This design comes from an exercise in tuning for small area on the open sky130 flow, not from production work.
Only simulation tests tie the RTL to the original design; equivalence was not proved.
Power and IR drop assume default switching activity.

==> flow/design.v (excerpt) <==
module module_mini_cpu (
    input [2:0] opcode,
    input [3:0] addr1,
    input [3:0] addr2,
    input [6:0] addr3OuImm,
    input ligar, enviar, clk,
    input rst,
    output [15:0] result,
    output on,
    output [2:0] estado,
    output reg EN,
    output RW,
    output reg RS,
    output reg [7:0] saidaLCD
);
    localparam OFF = 3'd0, FETCH = 3'd1, DECODE = 3'd2, READ = 3'd3,
               CALC = 3'd4, ESPERA = 3'd5, STORE = 3'd6, SHOW = 3'd7;
    localparam LOAD = 3'd0, ADD = 3'd1, ADDI = 3'd2, SUB = 3'd3,
               SUBI = 3'd4, MUL = 3'd5, CLEAR = 3'd6, DISPLAY = 3'd7;
    assign RW = 1'b0;
    reg [2:0] state, estadoReg;
    reg onReg, ligou, ligarApertou, enviarApertou;
    reg [2:0] opR;
    reg [3:0] a1R, a2R;
    reg [6:0] a3R;
    reg [15:0] resultReg;
    reg [15:0] R;             
    wire done;
    always @(posedge clk) begin
        if (rst) begin
            state <= OFF;
            ligou <= 1'b0;
            ligarApertou <= 1'b0;
            enviarApertou <= 1'b0;
            onReg <= 1'b0;
            estadoReg <= OFF;
            resultReg <= 16'd0;
        end else begin
            onReg <= (state == OFF);
            if (state != ESPERA) estadoReg <= state;
            case (state)
                FETCH:
                    if (~enviar) enviarApertou <= 1'b1;
                    else if (enviarApertou) begin
                        enviarApertou <= 1'b0;
                        opR <= opcode;
                        a1R <= addr1;
                        a2R <= addr2;
                        a3R <= addr3OuImm;
                        state <= DECODE;
                    end
                DECODE: begin
                    ligou <= 1'b0;
                    if (estadoReg == DECODE) state <= READ;
                end
                READ:   if (estadoReg == READ) state <= CALC;
                CALC:   if (estadoReg == CALC) state <= ESPERA;
                ESPERA: state <= STORE;
                STORE:  if (estadoReg == STORE) state <= SHOW;
                SHOW: begin
                    resultReg <= R;
                    if (done) state <= FETCH;
                end
  ...
==> flow/config.mk <==
export PLATFORM = sky130hd
export DESIGN_NAME = module_mini_cpu
export DESIGN_NICKNAME = module_mini_cpu
export VERILOG_FILES = /design/flow/design.v
export SDC_FILE = /design/flow/constraint.sdc
export NUM_CORES = 4
export LEC_CHECK = 0
export ABC_AREA = 1
export CAP_MARGIN = 20
export CORE_MARGIN = 2
export CORE_UTILIZATION = 60
export CTS_BUF_LIST = sky130_fd_sc_hd__clkbuf_8
export CTS_CLUSTER_DIAMETER = 150
export CTS_CLUSTER_SIZE = 14
export SLEW_MARGIN = 20
==> flow/constraint.sdc <==
create_clock -name core_clock -period 12.0 [get_ports {clk}]
set_input_delay 2.4000 -clock core_clock [delete_from_list [all_inputs] [get_ports {clk}]]
set_output_delay 2.4000 -clock core_clock [all_outputs]
set_load 0.01 [all_outputs]
standard.sh (not shown) runs the stock make flow with config.mk's settings and CLKGATE_MAP_FILE= SYNTH_SCRIPT=/design/flow/synth_recipe.tcl, a recipe that flattens the netlist after the stock synthesis.
==> flow/flow/run.sh <==
#!/bin/bash
# Layout flow: the standard ORFS flow with two changes:
#  - synthesis maps logic with flow/area.abc (via flow/abc_wrap.tcl); all other
#    synthesis steps, and so all registers, are those of synth_recipe.tcl;
#  - port buffers use the smallest buffer cell.
set -euo pipefail
W=$PWD
export FLOW_ABC_SCRIPT=$W/flow/area.abc
# synth_recipe.tcl with the ABC wrapper loaded before ORFS's synth.tcl
sed "s#^source \$::env(SCRIPTS_DIR)/synth.tcl#source $W/flow/abc_wrap.tcl\n&#" synth_recipe.tcl > $W/flow_synth.tcl
grep -q abc_wrap $W/flow_synth.tcl
# standard.sh with that synthesis script and extra settings
sed -e "s#SYNTH_SCRIPT=[^ ]*synth_recipe.tcl#SYNTH_SCRIPT=$W/flow_synth.tcl#" \
    -e "s#\"\${@:-finish}\"#BUFFER_PORTS_ARGS='-buffer_cell sky130_fd_sc_hd__buf_1' \"\${@:-finish}\"#" \
    standard.sh > $W/flow_standard.sh
grep -q flow_synth.tcl $W/flow_standard.sh
grep -q BUFFER_PORTS_ARGS $W/flow_standard.sh
bash $W/flow_standard.sh > $W/flow_make.log 2>&1
==> flow/flow/abc_wrap.tcl <==
# Map the combinational logic with an area-oriented ABC script instead of the
# one ORFS picks; every other synthesis step is ORFS's own (synth_recipe.tcl).
proc abc {args} {
  set i [lsearch -exact $args -script]
  if { $i >= 0 } {
    lset args [expr { $i + 1 }] $::env(FLOW_ABC_SCRIPT)
  }
  yosys abc {*}$args
}
==> flow/flow/area.abc <==
strash
dch
amap
strash
dch
amap
strash
dch
amap
strash
dch
amap
strash
dch
amap
strash
dch
amap
topo
==> next run, changes <==
--- a/flow/design.v
+++ b/flow/design.v
@@ -177,21 +177,19 @@
     wire Wwr = c9 | sSHOW | (sFETCH & ~ligou);
     wire clr = sOFF | (ligou & (sFETCH | sDEC)) | (Wwr & isCLEAR);
     wire [3:0] dest = abit;    
     wire wen = Wwr & ~isCLEAR & ~isDISP & (phase == dest[3:2]);
     wire [3:0] wr_hit;
     assign wr_hit[0] = clr | (wen & (dest[1:0] == 2'd0));
     assign wr_hit[1] = clr | (wen & (dest[1:0] == 2'd1));
     assign wr_hit[2] = clr | (wen & (dest[1:0] == 2'd2));
     assign wr_hit[3] = clr | (wen & (dest[1:0] == 2'd3));
-    wire offclr = sOFF | (ligou & (sFETCH | sDEC));
-    wire [15:0] wdata = Rnext & {16{~offclr}};
-    memory memoriaRAM (.clk(clk), .wr_hit(wr_hit), .wdata(wdata), .heads(heads));
+    memory memoriaRAM (.clk(clk), .wr_hit(wr_hit), .wdata(Rnext), .heads(heads));
     parameter MS = 5;
     reg stateLCD;             
     reg [5:0] instructions;
     reg [2:0] counter;
     reg doneR, doneligou;
     assign done = doneR;
     always @(posedge clk) begin
         if (rst) begin
             stateLCD <= 1'b0;
Effect:
- cell area is lower slightly
- wire length rose slightly
- sequential share of layout area came out higher by 0.48 points
- total power goes up slightly
- clock power came out higher by a few percent
- setup slack is worse by 350 ps
- global-route usage went up by 0.68 points
- sequential power is about the same
- via count falls slightly

afterwards: timing with drivers on the ports:
No port has a modelled driver above. Below, the same layouts with a new extraction and two added sets of constraints.
Step 1, drivers: a clkbuf_16 drives clk and a buf_2 each remaining input, both assumed.
Step 2 adds t to the input delays and takes it off the output delays; t is the mean of the earliest and latest rising clock arrival at the registers after step 1. Input paths then give back, and output paths get back, about the clock's delay inside the block.
a / b / c = no drivers / after step 1 / after step 2; a / b = the first two.
run	t (ns)	slack for setup (ns)	worst hold slack (ns)
the first run	0.629	4.720 / 4.720 / 4.720	0.321 / 0.321 / 0.321
the second run	0.665	4.374 / 4.374 / 4.374	0.292 / 0.292 / 0.292
After both steps every run listed still meets setup and hold.
